This design comes from an exercise in tuning for a short achievable clock period and few clock cycles on the open sky130 flow, not from production work. Where RTL was checked, it was by simulation tests only, not by an equivalence proof against the original. Power and IR drop assume default switching activity.

==> trial 9 <==
==> flow/design.v <==
module cpu(
    input clk,
    input reset,
    output [7:0] imem_addr,
    input [18:0] imem_data,
    output [7:0] dmem_addr,
    output [18:0] dmem_wdata,
    output dmem_we,
    input [18:0] dmem_rdata,
    output rf_we,
    output [2:0] rf_waddr,
    output [18:0] rf_wdata
);
    localparam [18:0] KEY = 19'b0011001010111010110;
    reg [7:0] pc;           
    reg [7:0] pcn;          
    reg [18:0] ir;
    reg ir_valid;
    reg [7:0] ir_pcp1;
    reg [2:0] sp;
    reg [18:0] rf [0:7];
    reg [7:0] rz;           
    reg x_we, x_ld, x_st, x_div;
    reg [2:0] x_rd;
    reg [7:0] x_imm;
    reg [18:0] x_a, x_b, x_sd;
    reg x_fa, x_fb;
    reg [11:0] x_sel;       
    reg x_mul;
    reg [7:0] w_oh;         
    reg [18:0] w_data;
    reg o_we;
    reg [2:0] o_rd;
    reg [18:0] o_data;
    assign imem_addr = pc;
    assign dmem_addr = x_imm;
    assign dmem_we = x_st;
    assign dmem_wdata = x_sd;
    assign rf_we = o_we;
    assign rf_waddr = o_rd;
    assign rf_wdata = o_data;
    wire [18:0] a = x_fa ? w_data : x_a;
    wire [18:0] b = x_fb ? w_data : x_b;
    reg dv_busy;                
    reg [18:0] dv_a, dv_b, dv_r, dv_q;
    reg [20:0] dv_b3;
    reg [3:0] dv_i;             
    function [20:0] dstep;      
        input [20:0] r;
        input [18:0] d;
        input [20:0] d3;
        reg [21:0] t1, t2, t3;
        begin
            t1 = {1'b0, r} - {3'b0, d};
            t2 = {1'b0, r} - {2'b0, d, 1'b0};
            t3 = {1'b0, r} - {1'b0, d3};
            if (!t3[21]) dstep = {2'd3, t3[18:0]};
            else if (!t2[21]) dstep = {2'd2, t2[18:0]};
            else if (!t1[21]) dstep = {2'd1, t1[18:0]};
            else dstep = {2'd0, r[18:0]};
        end
    endfunction
    wire b_zero = (b == 19'd0);
    wire [20:0] b3 = {2'b0, b} + {1'b0, b, 1'b0};
    wire [9:1] lt;
    genvar g;
    generate
        for (g = 1; g < 10; g = g + 1) begin : g_lt
            assign lt[g] = {{(2*g){1'b0}}, a} < {b, {(2*g){1'b0}}};
        end
    endgenerate
    wire dv_fast = b_zero || lt[1];
    wire [20:0] f0 = dstep({2'b0, a}, b, b3);
    wire [18:0] q_fast = b_zero ? 19'd0 : {17'd0, f0[20:19]};
    reg [3:0] nd;               
    always @(*) begin
        nd = 4'd9;
        if (lt[9]) nd = 4'd8;
        if (lt[8]) nd = 4'd7;
        if (lt[7]) nd = 4'd6;
        if (lt[6]) nd = 4'd5;
        if (lt[5]) nd = 4'd4;
        if (lt[4]) nd = 4'd3;
        if (lt[3]) nd = 4'd2;
        if (lt[2]) nd = 4'd1;
    end
    wire [18:0] a_top = a >> {nd, 1'b0};
    wire [20:0] s0 = dstep({2'b0, a_top}, b, b3);
    wire [18:0] dv_sh = dv_a >> {dv_i, 1'b0};
    wire [20:0] s1 = dstep({dv_r, dv_sh[1:0]}, dv_b, dv_b3);
    wire [18:0] dv_sh2 = dv_a >> {dv_i - 4'd1, 1'b0};
    wire [20:0] s2 = dstep({s1[18:0], dv_sh2[1:0]}, dv_b, dv_b3);
    wire dv_last = (dv_i <= 4'd1);
    wire [18:0] q_slow = (dv_i == 4'd0) ? {dv_q[16:0], s1[20:19]} : {dv_q[14:0], s1[20:19], s2[20:19]};
    wire [18:0] div_res = dv_busy ? q_slow : q_fast;
    wire x_hold = x_div && (dv_busy ? !dv_last : !dv_fast);
    always @(posedge clk or posedge reset) begin
        if (reset) begin
            dv_busy <= 1'b0;
        end else begin
            dv_busy <= x_hold;
        end
    end
    always @(posedge clk) begin
        if (!dv_busy) begin
            dv_a <= a;
            dv_b <= b;
            dv_b3 <= b3;
            dv_i <= nd - 4'd1;
            dv_r <= s0[18:0];
            dv_q <= {17'd0, s0[20:19]};
        end else begin
            dv_i <= dv_i - 4'd2;
            dv_r <= s2[18:0];
            dv_q <= {dv_q[14:0], s1[20:19], s2[20:19]};
        end
    end
    wire [18:0] r_mul = a * b;
    wire [18:0] x_fast =
        ({19{x_sel[0]}} & (a + b)) |
        ({19{x_sel[1]}} & (a - b)) |
        ({19{x_sel[4]}} & (a + 19'd1)) |
        ({19{x_sel[5]}} & (a - 19'd1)) |
        ({19{x_sel[6]}} & (a & b)) |
        ({19{x_sel[7]}} & (a | b)) |
        ({19{x_sel[8]}} & (a ^ b)) |
        ({19{x_sel[9]}} & (~a)) |
        ({19{x_sel[10]}} & (a ^ KEY)) |
        ({19{x_sel[11]}} & b);
    wire [18:0] x_out = x_ld ? dmem_rdata :
                        x_div ? div_res :
                        (x_fast | ({19{x_sel[2]}} & r_mul));
    wire x_wr = x_we && !x_hold;
    wire [4:0] op = ir[18:14];
    wire [2:0] f_rs = ir[13:11];
    wire [2:0] f_rt = ir[10:8];
    wire [7:0] f_imm = ir[7:0];
    wire [2:0] f_rd = ir[7:5];
    wire [4:0] f_fn = ir[4:0];
    wire d_art = ir_valid && (op == 5'd0 || op == 5'd1);
    wire d_cry = ir_valid && (op == 5'd9);
    wire d_jmp = ir_valid && (op == 5'd2);
    wire d_beq = ir_valid && (op == 5'd3);
    wire d_bne = ir_valid && (op == 5'd4);
    wire d_call = ir_valid && (op == 5'd5);
    wire d_ret = ir_valid && (op == 5'd6);
    wire d_ld = ir_valid && (op == 5'd7);
    wire d_st = ir_valid && (op == 5'd8);
    wire d_imm = ir_valid && (op == 5'd10);
    wire d_alu = d_art || d_cry;
    wire [2:0] sp1 = sp + 3'd1;
    wire [2:0] ra = d_ret ? sp1 : f_rs;
    wire [2:0] rb = f_rt;
    wire [18:0] rfa = w_oh[ra] ? w_data : (rz[ra] ? 19'd0 : rf[ra]);
    wire [18:0] rfb = w_oh[rb] ? w_data : (rz[rb] ? 19'd0 : rf[rb]);
    wire xa_hit = x_we && x_rd == ra;
    wire xb_hit = x_we && x_rd == rb;
    wire x_slow = x_ld || x_div || x_mul;
    wire [18:0] va = xa_hit ? x_fast : rfa;
    wire [18:0] vb = xb_hit ? x_fast : rfb;
    wire use_a_early = d_beq || d_bne || d_ret;
    wire use_b_early = d_beq || d_bne || d_st;
    wire stall = x_hold || (x_slow && ((use_a_early && xa_hit) || (use_b_early && xb_hit)));
    wire eq = (va == vb);
    wire taken = d_jmp || d_call || (d_beq && eq) || (d_bne && !eq);
    wire [7:0] next_pc = d_ret ? va[7:0] : (taken ? f_imm : pcn);
    wire [7:0] next_pcn = d_ret ? va[7:0] + 8'd1 : (taken ? f_imm + 8'd1 : pcn + 8'd1);
    wire d_we = d_alu || d_call || d_ret || d_ld || d_imm;
    wire [2:0] d_rd = d_call ? sp : (d_ret ? sp1 : (d_art ? f_rd : f_rt));
    wire d_useimm = !d_alu;
    wire [18:0] d_bval = d_call ? {11'd0, ir_pcp1} : (d_ret ? 19'd0 : {11'd0, f_imm});
    reg [11:0] d_sel;
    always @(*) begin
        d_sel = 12'd0;
        if (d_alu) begin
            case (f_fn)
                5'd0: d_sel[0] = 1'b1;
                5'd1: d_sel[1] = 1'b1;
                5'd2: d_sel[2] = 1'b1;
                5'd3: d_sel[3] = 1'b1;
                5'd4: d_sel[4] = 1'b1;
                5'd5: d_sel[5] = 1'b1;
                5'd6: d_sel[6] = 1'b1;
                5'd7: d_sel[7] = 1'b1;
                5'd8: d_sel[8] = 1'b1;
                5'd9: d_sel[9] = 1'b1;
                5'd10: d_sel[10] = 1'b1;
                5'd11: d_sel[10] = 1'b1;
                5'd12: d_sel[11] = 1'b1;
                default: d_sel = 12'd0;
            endcase
        end else if (d_imm || d_call || d_ret) begin
            d_sel[11] = 1'b1;
        end
    end
    integer i;
    always @(posedge clk or posedge reset) begin
        if (reset) begin
            pc <= 8'd0;
            pcn <= 8'd1;
            ir_valid <= 1'b0;
            sp <= 3'd7;
            rz <= 8'hff;
            x_we <= 1'b0; x_ld <= 1'b0; x_st <= 1'b0; x_div <= 1'b0;
            w_oh <= 8'd0;
            o_we <= 1'b0;
        end else begin
            rz <= rz & ~w_oh;
            w_oh <= x_wr ? (8'd1 << x_rd) : 8'd0;
            o_we <= x_wr;
            if (!x_hold) begin
                x_we <= d_we && !stall;
                x_ld <= d_ld && !stall;
                x_st <= d_st && !stall;
                x_div <= d_alu && (f_fn == 5'd3) && !stall;
            end
            if (!stall) begin
                pc <= next_pc;
                pcn <= next_pcn;
                ir_valid <= 1'b1;
                if (d_call) sp <= sp - 3'd1;
                else if (d_ret) sp <= sp1;
            end
        end
    end
    always @(posedge clk) begin
        for (i = 0; i < 8; i = i + 1)
            if (w_oh[i]) rf[i] <= w_data;
        w_data <= x_out;
        if (x_wr) begin
            o_rd <= x_rd;
            o_data <= x_out;
        end
        if (!x_hold) begin
            x_rd <= d_rd;
            x_imm <= f_imm;
            x_a <= rfa;
            x_b <= d_useimm ? d_bval : rfb;
            x_fa <= xa_hit && d_alu;
            x_fb <= xb_hit && d_alu;
            x_sd <= vb;
            x_sel <= d_sel;
            x_mul <= d_alu && (f_fn == 5'd2);
        end
        if (!stall) begin
            ir <= imem_data;
            ir_pcp1 <= pcn;
        end
    end
endmodule
==> flow/flow/run.sh <==
#!/bin/bash
# The standard layout (the standard.sh), with timing repair asked to leave
# a setup margin, so that it sizes and buffers the critical paths.
set -euo pipefail
bash standard.sh SETUP_SLACK_MARGIN=29.5 TNS_END_PERCENT=100 finish > standard_flow.log 2>&1
==> flow/standard.sh <==
#!/bin/bash
# synth_recipe.tcl (not shown) runs the flow's synth.tcl, then flattens the netlist and writes it again
# the make line also repeats each setting of config.mk as NAME=value (left out here)
make -C /OpenROAD-flow-scripts/flow DESIGN_CONFIG=/design/flow/config.mk WORK_HOME=/design/flow/orfs CLKGATE_MAP_FILE= SYNTH_SCRIPT=/design/flow/synth_recipe.tcl "${@:-finish}"
==> flow/config.mk <==
export PLATFORM = sky130hd
export DESIGN_NAME = cpu
export DESIGN_NICKNAME = cpu
export VERILOG_FILES = /design/flow/design.v
export SDC_FILE = /design/flow/constraint.sdc
export NUM_CORES = 4
export LEC_CHECK = 0
export CAP_MARGIN = 20
export CORE_MARGIN = 2
export CORE_UTILIZATION = 40
export SLEW_MARGIN = 20
==> flow/constraint.sdc <==
create_clock -name core_clock -period 38.0 [get_ports {clk}]
set_input_delay 7.6000 -clock core_clock [delete_from_list [all_inputs] [get_ports {clk}]]
set_output_delay 7.6000 -clock core_clock [all_outputs]
set_load 0.01 [all_outputs]
==> trial 76 (differences from trial 9) <==
--- a/flow/design.v
+++ b/flow/design.v
@@ -25,5 +25,4 @@
     reg [7:0] x_imm;
     reg [18:0] x_a, x_b, x_sd;
-    reg x_fa, x_fb;
     reg [11:0] x_sel;       
     reg x_mul;
@@ -40,6 +39,6 @@
     assign rf_waddr = o_rd;
     assign rf_wdata = o_data;
-    wire [18:0] a = x_fa ? w_data : x_a;
-    wire [18:0] b = x_fb ? w_data : x_b;
+    wire [18:0] a = x_a;
+    wire [18:0] b = x_b;
     reg dv_busy;                
     reg [18:0] dv_a, dv_b, dv_r, dv_q;
@@ -227,17 +226,13 @@
         for (i = 0; i < 8; i = i + 1)
             if (w_oh[i]) rf[i] <= w_data;
-        w_data <= x_out;
-        if (x_wr) begin
-            o_rd <= x_rd;
-            o_data <= x_out;
-        end
+        if (x_wr) w_data <= x_out;
+        o_rd <= x_rd;
+        o_data <= x_out;
+        x_imm <= f_imm;
+        x_sd <= vb;
         if (!x_hold) begin
             x_rd <= d_rd;
-            x_imm <= f_imm;
-            x_a <= rfa;
-            x_b <= d_useimm ? d_bval : rfb;
-            x_fa <= xa_hit && d_alu;
-            x_fb <= xb_hit && d_alu;
-            x_sd <= vb;
+            x_a <= xa_hit ? x_out : rfa;
+            x_b <= d_useimm ? d_bval : (xb_hit ? x_out : rfb);
             x_sel <= d_sel;
             x_mul <= d_alu && (f_fn == 5'd2);
==> trial 51 (differences from trial 9) <==
--- a/flow/design.v
+++ b/flow/design.v
@@ -25,5 +25,4 @@
     reg [7:0] x_imm;
     reg [18:0] x_a, x_b, x_sd;
-    reg x_fa, x_fb;
     reg [11:0] x_sel;       
     reg x_mul;
@@ -40,8 +39,9 @@
     assign rf_waddr = o_rd;
     assign rf_wdata = o_data;
-    wire [18:0] a = x_fa ? w_data : x_a;
-    wire [18:0] b = x_fb ? w_data : x_b;
+    wire [18:0] a = x_a;
+    wire [18:0] b = x_b;
     reg dv_busy;                
-    reg [18:0] dv_a, dv_b, dv_r, dv_q;
+    reg [18:0] dv_b, dv_r, dv_q;
+    reg [19:0] dv_a;            
     reg [20:0] dv_b3;
     reg [3:0] dv_i;             
@@ -87,12 +87,32 @@
     wire [18:0] a_top = a >> {nd, 1'b0};
     wire [20:0] s0 = dstep({2'b0, a_top}, b, b3);
-    wire [18:0] dv_sh = dv_a >> {dv_i, 1'b0};
-    wire [20:0] s1 = dstep({dv_r, dv_sh[1:0]}, dv_b, dv_b3);
-    wire [18:0] dv_sh2 = dv_a >> {dv_i - 4'd1, 1'b0};
-    wire [20:0] s2 = dstep({s1[18:0], dv_sh2[1:0]}, dv_b, dv_b3);
+    wire [18:0] da, db;
+    wire [9:1] dlt;
+    generate
+        for (g = 1; g < 10; g = g + 1) begin : g_dlt
+            assign dlt[g] = {{(2*g){1'b0}}, da} < {db, {(2*g){1'b0}}};
+        end
+    endgenerate
+    reg [3:0] dnd;              
+    always @(*) begin
+        dnd = 4'd9;
+        if (dlt[9]) dnd = 4'd8;
+        if (dlt[8]) dnd = 4'd7;
+        if (dlt[7]) dnd = 4'd6;
+        if (dlt[6]) dnd = 4'd5;
+        if (dlt[5]) dnd = 4'd4;
+        if (dlt[4]) dnd = 4'd3;
+        if (dlt[3]) dnd = 4'd2;
+        if (dlt[2]) dnd = 4'd1;
+        if (dlt[1]) dnd = 4'd0;
+    end
+    reg x_pre;                  
+    wire dv_run = dv_busy || x_pre;
+    wire [20:0] s1 = dstep({dv_r, dv_a[19:18]}, dv_b, dv_b3);
+    wire [20:0] s2 = dstep({s1[18:0], dv_a[17:16]}, dv_b, dv_b3);
     wire dv_last = (dv_i <= 4'd1);
     wire [18:0] q_slow = (dv_i == 4'd0) ? {dv_q[16:0], s1[20:19]} : {dv_q[14:0], s1[20:19], s2[20:19]};
-    wire [18:0] div_res = dv_busy ? q_slow : q_fast;
-    wire x_hold = x_div && (dv_busy ? !dv_last : !dv_fast);
+    wire [18:0] div_res = dv_run ? q_slow : q_fast;
+    wire x_hold = x_div && (dv_run ? !dv_last : !dv_fast);
     always @(posedge clk or posedge reset) begin
         if (reset) begin
@@ -103,6 +123,13 @@
     end
     always @(posedge clk) begin
-        if (!dv_busy) begin
-            dv_a <= a;
+        if (!x_hold) begin
+            dv_a <= {1'b0, da} << {4'd9 - dnd, 1'b0};
+            dv_b <= db;
+            dv_b3 <= {2'b0, db} + {1'b0, db, 1'b0};
+            dv_i <= dnd;
+            dv_r <= da >> {dnd + 4'd1, 1'b0};   
+            dv_q <= 19'd0;
+        end else if (!dv_run) begin
+            dv_a <= {1'b0, a} << {4'd10 - nd, 1'b0};
             dv_b <= b;
             dv_b3 <= b3;
@@ -112,4 +139,5 @@
         end else begin
             dv_i <= dv_i - 4'd2;
+            dv_a <= dv_a << 4;
             dv_r <= s2[18:0];
             dv_q <= {dv_q[14:0], s1[20:19], s2[20:19]};
@@ -157,8 +185,10 @@
     wire xb_hit = x_we && x_rd == rb;
     wire x_slow = x_ld || x_div || x_mul;
+    assign da = rfa;
+    assign db = rfb;
     wire [18:0] va = xa_hit ? x_fast : rfa;
     wire [18:0] vb = xb_hit ? x_fast : rfb;
     wire use_a_early = d_beq || d_bne || d_ret;
-    wire use_b_early = d_beq || d_bne || d_st;
+    wire use_b_early = d_beq || d_bne;
     wire stall = x_hold || (x_slow && ((use_a_early && xa_hit) || (use_b_early && xb_hit)));
     wire eq = (va == vb);
@@ -227,19 +257,16 @@
         for (i = 0; i < 8; i = i + 1)
             if (w_oh[i]) rf[i] <= w_data;
-        w_data <= x_out;
-        if (x_wr) begin
-            o_rd <= x_rd;
-            o_data <= x_out;
-        end
+        if (x_wr) w_data <= x_out;
+        o_rd <= x_rd;
+        o_data <= x_out;
+        x_imm <= f_imm;
+        x_sd <= xb_hit ? x_out : rfb;
         if (!x_hold) begin
             x_rd <= d_rd;
-            x_imm <= f_imm;
-            x_a <= rfa;
-            x_b <= d_useimm ? d_bval : rfb;
-            x_fa <= xa_hit && d_alu;
-            x_fb <= xb_hit && d_alu;
-            x_sd <= vb;
+            x_a <= xa_hit ? x_out : rfa;
+            x_b <= d_useimm ? d_bval : (xb_hit ? x_out : rfb);
             x_sel <= d_sel;
             x_mul <= d_alu && (f_fn == 5'd2);
+            x_pre <= d_alu && (f_fn == 5'd3) && !xa_hit && !xb_hit && (rfb != 19'd0);
         end
         if (!stall) begin
==> flow/flow/run.sh (replaced) <==
#!/bin/bash
# The standard layout (the standard.sh), with timing repair asked to leave
# a setup margin, so that it sizes and buffers the critical paths.
set -euo pipefail
bash standard.sh SETUP_SLACK_MARGIN=30.5 TNS_END_PERCENT=100 MATCH_CELL_FOOTPRINT=0 CORE_UTILIZATION=55 GPL_TIMING_DRIVEN=1 finish > standard_flow.log 2>&1
==> summary of the runs <==
Non-clock buffer count: trial 76 < trial 9 < trial 51. Maximum frequency: trial 76 > trial 51 > trial 9. The lowest power belongs to trial 9, the highest to trial 76. Between trial 9 and trial 51, the lower clock skew is in trial 9 (gap 0.024 ns). Utilization, highest first: trial 51, trial 9, trial 76. Between trial 51 and trial 9, the lower sequential share of layout area is in trial 51 (gap 3.8 points). Critical path depth is the same in trial 76 and trial 51.
==> figures <==
	trial 76	trial 9	trial 51
Outcome	timing/DRC/antenna clean	timing/DRC/antenna clean	timing/DRC/antenna clean
Routed via count	38.3k	39.5k	47.9k
Power share of the sequential group	13.5%	15.0%	13.2%
CTS Buf Count	53	53	50
Proportion of layout cells with a drive suffix above 1	12.1%	14.3%	17.3%
Comb. pwr	3.78 mW	3.25 mW	3.73 mW
Number of non-filler instances in the completed layout	6351	6450	7138
Sw power	2.55 mW	2.14 mW	2.52 mW
Met2 WL post-DR	73.9 mm	71.4 mm	87.7 mm
Xor-xnor portion of the synthesized cell area	5.14%	5.24%	4.72%
Cell count after placement	6184	6191	6815
Met1 usage in global routing	36.8%	42.4%	56.5%
Width of the die	332 um	333 um	301 um
Violation count after the first detailed-route iteration	3911	5136	6331
Slack of the worst reg-to-reg path	29.77 ns	29.57 ns	30.43 ns
Share of the core filled with cells	45.7%	46.7%	64.9%
Testbench counts of trial 76, summed over its fixed seeds: cycles 12,300.
The RTL of trial 9 and trial 51 was laid out without a check of its function.

==> afterwards: timing with drivers on the ports <==
How much do the figures lean on ideal ports? The routed layouts below were timed once more, with nothing changed but the port constraints. Step 1 (the two cells are an assumption about what drives the block):
set clk [get_ports {clk}]
set_driving_cell -lib_cell sky130_fd_sc_hd__clkbuf_16 $clk
set_driving_cell -lib_cell sky130_fd_sc_hd__buf_2 [delete_from_list [all_inputs] $clk]
Step 2, shift: input delay + t, output delay - t, t = (earliest + latest rising clock arrival at the registers) / 2. This alone moves slack from input paths to output paths. Slacks: ideal / step 1 / step 2; pairs: ideal / step 1.
| run | shift t [ns] | slack for setup (ns) | hold WS [ns] | worst register clock-pin slew, ns |
|---|---|---|---|---|
| trial 9 | 0.726 | 28.994 / 28.932 / 29.050 | 0.472 / 0.472 / 0.472 | 0.07 / 0.07 |
| trial 76 | 0.709 | 29.169 / 29.105 / 28.793 | 0.471 / 0.471 / 0.471 | 0.07 / 0.07 |
| trial 51 | 0.715 | 29.148 / 29.070 / 29.267 | 0.458 / 0.458 / 0.458 | 0.07 / 0.07 |
After both steps every run listed still meets setup and hold. For trial 76, which loses most, drivers alone change the setup slack by -0.064 ns; drivers and shift together by -0.376 ns.
